Source: an optimization exercise on an open RTL-to-GDS flow (aim: small area, a short achievable clock period and few clock cycles). Production flows keep margins and buffers that such runs may drop. RTL that was checked went through simulation tests only; none was proved equivalent to the original.

Setup of the reference run:
// CONVEX
module CONVEX(
input               CLK,
input               RST,
input       [4:0]   PT_XY,
output reg          READ_PT,
output reg  [9:0]   DROP_X,
output reg  [9:0]   DROP_Y,
output reg          DROP_V);
reg  [2:0]  rx_cnt;
reg  [19:0] rx;
reg         rx_full;
reg  [19:0] pn;
reg         pn_v;
reg  [1:0]  npts;
wire        accept   = READ_PT && (rx_cnt == 3'd0 || rx_cnt == 3'd1);
wire [2:0]  rx_cnt_n = accept ? 3'd4 : (rx_cnt != 3'd0 ? rx_cnt - 3'd1 : 3'd0);
wire        rx_done  = (rx_cnt == 3'd1);
wire        pn_take;                        
wire        rx_move  = rx_full && (!pn_v || pn_take);
wire        rx_full_n = rx_done || (rx_full && !rx_move);
wire        pn_v_n    = rx_move || (pn_v && !pn_take);
always @(posedge CLK) begin
    if (rx_cnt != 3'd0) rx <= {rx[14:0], PT_XY};
    if (rx_move) pn <= rx;
end
always @(posedge CLK or posedge RST) begin
    if (RST) begin
        rx_cnt  <= 3'd0;
        rx_full <= 1'b0;
        pn_v    <= 1'b0;
        READ_PT <= 1'b1;
    end
    else begin
        rx_cnt  <= rx_cnt_n;
        rx_full <= rx_full_n;
        pn_v    <= pn_v_n;
        READ_PT <= !rx_full_n && (rx_cnt_n == 3'd0 || (rx_cnt_n == 3'd1 && !pn_v_n));
    end
end
reg  [19:0] Q [0:11];
reg  [3:0]  cnt;
wire        pop;
reg  [1:0]  npush;
reg  [19:0] D0, D1;
wire [3:0]  base = cnt - {3'd0, pop};
reg  [12:0] at;                             
integer j;
always @(*) begin
    for (j = 0; j < 13; j = j + 1) at[j] = (cnt == j);
end
always @(posedge CLK) begin
    for (j = 0; j < 12; j = j + 1) begin
        if (pop ? at[j+1] : at[j])
            Q[j] <= D0;
        else if (j > 0 && (pop ? at[j] : at[(j > 0) ? j - 1 : 0]))
            Q[j] <= D1;
        else if (pop && j < 11)
            Q[j] <= Q[(j < 11) ? j + 1 : 11];
    end
end
always @(posedge CLK or posedge RST) begin
    if (RST) cnt <= 4'd0;
    else     cnt <= base + {2'd0, npush};
end
reg         in_pass, need_last;
reg  [3:0]  popcnt;
reg  [19:0] FIRST, PREV, PT;
reg         fin;                            
reg  [3:0]  Hp;                             
wire        fin_set;
wire [3:0]  Hp_new;
wire        can_pop = (cnt >= 4'd2) || (cnt != 4'd0 && fin);
  ...
For scale: ~2,500 cells after synthesis, about 29 I/O pins, roughly 32,000 um^2 of cells after synthesis.
clock: 8.5 ns
lec_check: 0
cap_margin: 20
core_margin: 2
core_utilization: 55
setup_slack_margin: 3.5
slew_margin: 20
run.sh (not shown) runs the stock make flow with config.mk's settings and CLKGATE_MAP_FILE= SYNTH_SCRIPT=/design/flow/synth_recipe.tcl, a recipe that flattens the netlist after the stock synthesis.
The reference run reached the end of the flow, and the finished layout is clean on the timing, design-rule and antenna checks.
diff inputs: the reference run => the trial run
# the reference run
export LEC_CHECK = 0
export CAP_MARGIN = 20
export CORE_MARGIN = 2
export CORE_UTILIZATION = 55
export SETUP_SLACK_MARGIN = 3.5
export SLEW_MARGIN = 20
create_clock -name core_clock -period 8.5 [get_ports {CLK}]
# the trial run
export LEC_CHECK = 0
export CAP_MARGIN = 20
export CORE_MARGIN = 2
export CORE_UTILIZATION = 55
export SETUP_SLACK_MARGIN = 5
export SLEW_MARGIN = 20
create_clock -name core_clock -period 8.5 [get_ports {CLK}]
Findings:
Against the reference run as the reference, the trial run delivers a higher wire length.
Between the trial run and the reference run, the difference in pin count of the biggest net entering global routing is negligible.
Between the trial run and the reference run, final critical path time including I/O delays and setup is lower for the trial run, the reference run comes in above that.
The trial run against the reference run: growth of design area from synthesis to finish +0.90 points.
The area of all placed cells without fillers of the trial run was inferior to that of the reference run.
Total length of routed met3 wires (lower): the trial run
In the trial run the non-clock buffering overhead in the final layout turned out 0.30 points higher than in the reference run.
No run of this note included a check of the RTL's function; only the layout flow was run.

* * *

## old
Another version of the RTL of CONVEX (not shown whole).
For scale: roughly 2900 cells after synthesis, ~600 flip-flops, about 29 I/O pins, about 32000 sq um of cells after synthesis.
export LEC_CHECK = 0
export CAP_MARGIN = 20
export CORE_MARGIN = 2
export CORE_UTILIZATION = 55
export SETUP_SLACK_MARGIN = 5
export SLEW_MARGIN = 20
create_clock -name core_clock -period 8.5 [get_ports {CLK}]
standard.sh (not shown) runs the stock make flow with config.mk's settings and CLKGATE_MAP_FILE= SYNTH_SCRIPT=/design/flow/synth_recipe.tcl, a recipe that flattens the netlist after the stock synthesis.
==> flow/flow/run.sh <==
#!/bin/bash
set -euo pipefail
MARGIN=${MARGIN:-5.3}
sed -E "s/SETUP_SLACK_MARGIN=[0-9.]+/SETUP_SLACK_MARGIN=${MARGIN}/" standard.sh > standard_margin.sh
grep -q "SETUP_SLACK_MARGIN=${MARGIN}" standard_margin.sh
bash standard_margin.sh > flow.log 2>&1
Testbench counts of old, summed over its fixed seeds: cycles 23,697.
--- input diff old..new ---
==> flow/run.sh (new file) <==
#!/bin/bash
# synth_recipe.tcl (not shown) runs the flow's synth.tcl, then flattens the netlist and writes it again
# the make line also repeats each setting of config.mk as NAME=value (left out here)
make -C /OpenROAD-flow-scripts/flow DESIGN_CONFIG=/design/flow/config.mk WORK_HOME=/design/flow/orfs CLKGATE_MAP_FILE= SYNTH_SCRIPT=/design/flow/synth_recipe.tcl finish
removed: flow/flow/run.sh
removed: flow/standard.sh
- new: PASS, flow complete, no timing, DRC or antenna violations
- On utilization: between new and old, it ends up higher for old.
- new: actual transition at the worst max-transition pin is 0.024 ns higher than what old reported.
- Summary of new over old: maximum fanout along the worst path increased 6; global-route usage down 0.28 points; number of cells after detailed placement now sits at about the same level; shortest clock period the worst path allows after layout picked up an extra 0.17 ns; delay of the slowest critical-path stage grew by 0.12 ns.
- Diff old -> new: largest net degree at the start of global routing has decreased; cell area lost 1.2%.

* * *

Another version of the RTL of CONVEX (not shown whole).
Size: about 2700 cells after synthesis, roughly 520 flip-flops, about 29 I/O pins.
make LEC_CHECK=0 CAP_MARGIN=20 CORE_MARGIN=2 CORE_UTILIZATION=55 CTS_CLUSTER_DIAMETER=140 CTS_CLUSTER_SIZE=24 SETUP_SLACK_MARGIN=5 SLEW_MARGIN=20 finish   # period 8.5 ns
run.sh (not shown) runs the stock make flow with config.mk's settings and CLKGATE_MAP_FILE= SYNTH_SCRIPT=/design/flow/synth_recipe.tcl, a recipe that flattens the netlist after the stock synthesis.
Stock flow here: none of the scripts above is used.
The starting point finished with timing, DRC and antenna clean.
Testbench counts at the start, summed over its fixed seeds: cycles 23,933.
Then changed:
Settings changed: CTS_CLUSTER_DIAMETER 140 to 120, CTS_CLUSTER_SIZE 24 to 20.
=>
- The changed run finished with timing, DRC and antenna clean
- count of clock-buffer cells in the layout goes up by 8
- utilization goes up by 0.42 points
- worst setup slack gets worse by 90 ps
- global-route usage hardly moves
- via count climbs by 0.76%

* * *

== exp/onyx ==
CONVEX, a different RTL version from the one above (not shown whole).
Size: about 2600 cells after synthesis, ~580 flip-flops, about 29 I/O pins, ~0.029 mm² of cells after synthesis.
Design CONVEX, start of the top module:
module CONVEX(
input               CLK,
input               RST,
input       [4:0]   PT_XY,
output              READ_PT,
output reg  [9:0]   DROP_X,
output reg  [9:0]   DROP_Y,
output reg          DROP_V);
reg  [2:0]  rx_cnt;
reg  [19:0] rx;
reg         rx_full;
reg  [19:0] pn;
reg         pn_v;
reg  [1:0]  npts;
reg         rp_n;                           
assign      READ_PT = !rp_n;
wire        accept   = READ_PT && (rx_cnt == 3'd0 || rx_cnt == 3'd1);
wire [2:0]  rx_cnt_n = accept ? 3'd4 : (rx_cnt != 3'd0 ? rx_cnt - 3'd1 : 3'd0);
wire        rx_done  = (rx_cnt == 3'd1);
wire        pn_take;                        
wire        pn_free  = !pn_v || pn_take;
wire        rx_move  = rx_full && pn_free;
wire        rx_byp   = rx_done && pn_free;
wire        rx_full_n = (rx_done && !pn_free) || (rx_full && !rx_move);
wire        pn_v_n    = rx_move || rx_byp || (pn_v && !pn_take);
always @(posedge CLK) begin
    if (rx_cnt != 3'd0) rx <= {rx[14:0], PT_XY};
    if (rx_move)     pn <= rx;
    else if (rx_byp) pn <= {rx[14:0], PT_XY};
end
always @(posedge CLK or posedge RST) begin
    if (RST) begin
        rx_cnt  <= 3'd0;
        rx_full <= 1'b0;
        pn_v    <= 1'b0;
        rp_n    <= 1'b0;
    end
    else begin
        rx_cnt  <= rx_cnt_n;
        rx_full <= rx_full_n;
        pn_v    <= pn_v_n;
        rp_n    <= !(!rx_full_n && (rx_cnt_n == 3'd0 || (rx_cnt_n == 3'd1 && !pn_v_n)));
    end
end
reg  [19:0] Q [0:11];
reg  [3:0]  cnt;
wire        pop;
reg  [1:0]  npush;
  ...
==> flow/config.mk <==
export PLATFORM = sky130hd
export DESIGN_NAME = CONVEX
export DESIGN_NICKNAME = CONVEX
export VERILOG_FILES = /design/flow/design.v
export SDC_FILE = /design/flow/constraint.sdc
export NUM_CORES = 4
export LEC_CHECK = 0
export CAP_MARGIN = 20
export CORE_MARGIN = 2
export CORE_UTILIZATION = 55
export CTS_CLUSTER_DIAMETER = 150
export CTS_CLUSTER_SIZE = 30
export SETUP_SLACK_MARGIN = 5
export SLEW_MARGIN = 20
==> flow/constraint.sdc <==
create_clock -name core_clock -period 8.5 [get_ports {CLK}]
set_input_delay 1.7000 -clock core_clock [delete_from_list [all_inputs] [get_ports {CLK}]]
set_output_delay 1.7000 -clock core_clock [all_outputs]
set_load 0.01 [all_outputs]
Both conditions hold for exp/onyx: the flow ran to the end and the final layout passed the timing, design-rule and antenna checks.
Testbench counts of exp/onyx, summed over its fixed seeds: cycles 24,019.
What exp/raven does differently from exp/onyx at the input level:
Settings: CTS_CLUSTER_SIZE: 30 -> unset; CTS_BUF_LIST: unset -> sky130_fd_sc_hd__clkbuf_4; CTS_CLUSTER_DIAMETER: 150 -> unset.
Results
From exp/onyx to exp/raven the numbers moved as follows: worst hold slack now sits lower, combined buffer and inverter count along the critical path now sits at about the same level, share of final layout cell area taken by non-clock buffers now sits lower, via count now sits higher, met3 layer wire length in the routed design now sits higher.
Higher number of cells on the critical path goes to exp/onyx over exp/raven.
exp/raven vs. exp/onyx: well-tap cell count stayed essentially flat.
## Diff of input files: exp/umber against exp/raven
Settings: CTS_CLUSTER_SIZE newly set to 25; CTS_CLUSTER_DIAMETER newly set to 100; CTS_BUF_LIST removed (was sky130_fd_sc_hd__clkbuf_4).
## What came out
exp/umber: met3 routing resource usage after global routing 2.9 points below exp/raven
exp/raven -> exp/umber: final-layout setup total negative slack delta 0, exact match
exp/umber ends up with lower largest fanout on the critical path than exp/raven does.
Of exp/raven and exp/umber, the lower non-filler instance count after layout belongs to exp/umber.
Compared to exp/raven, exp/umber has global-route wire length before repair 2.8 mm lower.
Compared to exp/raven, the routing of exp/umber uses less wire.
exp/raven -> exp/umber: number of tapcells delta 0, exact match
Note that the count of clock-net buffers in the final layout recorded for exp/umber amounts to 0.21 times the value seen in exp/raven.
Compared with exp/raven, exp/umber shows setup clock skew after layout lower by 0.016 ns.
In summary, exp/umber completed successfully, with a layout that passed the timing, design-rule and antenna checks.
exp/umber: routed length on met2 lower than exp/raven
diff inputs: exp/umber => exp/indigo
Settings: removing CTS_CLUSTER_DIAMETER (formerly 100); removing CTS_CLUSTER_SIZE (formerly 25).
==> flow/flow/run.sh (new file) <==
#!/bin/bash
set -euo pipefail
MARGIN=${MARGIN:-5.3}
sed -E "s/SETUP_SLACK_MARGIN=[0-9.]+/SETUP_SLACK_MARGIN=${MARGIN}/" standard.sh > standard_margin.sh
grep -q "SETUP_SLACK_MARGIN=${MARGIN}" standard_margin.sh
bash standard_margin.sh > flow.log 2>&1
==> flow/standard.sh (new file) <==
#!/bin/bash
# synth_recipe.tcl (not shown) runs the flow's synth.tcl, then flattens the netlist and writes it again
# the make line also repeats each setting of config.mk as NAME=value (left out here)
make -C /OpenROAD-flow-scripts/flow DESIGN_CONFIG=/design/flow/config.mk WORK_HOME=/design/flow/orfs CLKGATE_MAP_FILE= SYNTH_SCRIPT=/design/flow/synth_recipe.tcl "${@:-finish}"
removed: flow/run.sh
Going from exp/umber to exp/indigo, final cell count grew by a few percent.
Changes observed in exp/indigo relative to exp/umber: setup slack after layout saw an increase; hold slack saw a decrease; wire length saw an increase.
exp/umber → exp/indigo: post-synthesis sequential area ratio roughly the same, total global routing overflow about even.
Changes observed in exp/indigo relative to exp/umber: cell area after layout went up about 8%.
> inputs changed (exp/indigo -> exp/nickel)
Settings: setting CTS_CLUSTER_DIAMETER to 120 for the first time; setting CTS_CLUSTER_SIZE to 20 for the first time.
==> flow/run.sh (new file) <==
#!/bin/bash
# synth_recipe.tcl (not shown) runs the flow's synth.tcl, then flattens the netlist and writes it again
# the make line also repeats each setting of config.mk as NAME=value (left out here)
make -C /OpenROAD-flow-scripts/flow DESIGN_CONFIG=/design/flow/config.mk WORK_HOME=/design/flow/orfs CLKGATE_MAP_FILE= SYNTH_SCRIPT=/design/flow/synth_recipe.tcl finish
removed: flow/flow/run.sh
removed: flow/standard.sh
==> results.txt <==
Going from exp/indigo to exp/nickel, wire length shrank by a few percent.
Going from exp/indigo to exp/nickel, number of flip-flops and latches saw little to no change; layout-stage area growth over the synthesis result decreased 8.0 points.
Re synthesized cell count: no difference whatsoever between exp/indigo and exp/nickel.
Required time at the worst-slack endpoint, exp/indigo and exp/nickel, higher one = exp/indigo.
Changes in exp/amber relative to exp/nickel:
Settings: CTS_CLUSTER_DIAMETER no longer set, was 120; CTS_CLUSTER_SIZE no longer set, was 20.
Results
Compared with exp/nickel, exp/amber shows a higher arrival time reported for the critical path endpoint. Summary of exp/amber over exp/nickel: via count has increased; TritonCTS sink count has remained practically unchanged. Multi-input combinational cell area delta (exp/nickel -> exp/amber): insignificant. Taking exp/nickel as the reference point, the sequential fraction of total cell area of exp/amber falls by 1.3 points. Diff exp/nickel -> exp/amber: area added between synthesis and finish grew by 2.8 points, number of detailed-routing iterations run before antenna repair went down by 1. Worst hold slack: exp/amber < exp/nickel. exp/amber vs exp/nickel on achievable frequency: exp/amber is the lower one. exp/amber: utilization is 1.6 points higher than what exp/nickel reported.

## re-timing with driven ports
How much do the figures lean on ideal ports? The routed layouts below were timed once more, with nothing changed but the port constraints.
Step 1 (the two cells are an assumption about what drives the block):
set clk [get_ports {CLK}]
set_driving_cell -lib_cell sky130_fd_sc_hd__clkbuf_16 $clk
set_driving_cell -lib_cell sky130_fd_sc_hd__buf_2 [delete_from_list [all_inputs] $clk]
Step 2 adds t to the input delays and takes it off the output delays; t is the mean of the earliest and latest rising clock arrival at the registers after step 1. Input paths then give back, and output paths get back, about the clock's delay inside the block.
a / b / c = no drivers / after step 1 / after step 2; a / b = the first two.
| run | shift t [ns] | setup slack, ns | worst setup path at the end | worst data-port slew with drivers (ns) | cell pins on the clock port's net |
|---|---|---|---|---|---|
| the reference run | 0.647 | 3.734 / 3.734 / 3.734 | register to register | 0.03 | 1 |
| the trial run | 0.667 | 4.003 / 4.003 / 4.003 | register to register | 0.03 | 1 |
| old | 0.653 | 5.270 / 5.270 / 5.270 | register to register | 0.04 | 1 |
| new | 0.655 | 5.098 / 5.098 / 5.098 | register to register | 0.05 | 1 |
| the first run of note 3 | 0.654 | 5.106 / 5.106 / 5.106 | register to register | 0.04 | 1 |
| the second run of note 3 | 0.674 | 5.016 / 5.016 / 5.016 | register to register | 0.04 | 1 |
| exp/onyx | 0.633 | 5.049 / 5.049 / 5.049 | register to register | 0.04 | 1 |
| exp/raven | 1.028 | 5.086 / 5.083 / 5.086 | register to register | 0.04 | 1 |
| exp/umber | 0.665 | 5.083 / 5.083 / 5.083 | register to register | 0.04 | 1 |
| exp/indigo | 0.695 | 5.113 / 5.113 / 5.113 | register to register | 0.04 | 1 |
| exp/nickel | 0.641 | 5.093 / 5.093 / 5.093 | register to register | 0.04 | 1 |
| exp/amber | 0.687 | 5.078 / 5.078 / 5.078 | register to register | 0.04 | 1 |
After both steps setup and hold are still met in every run listed.
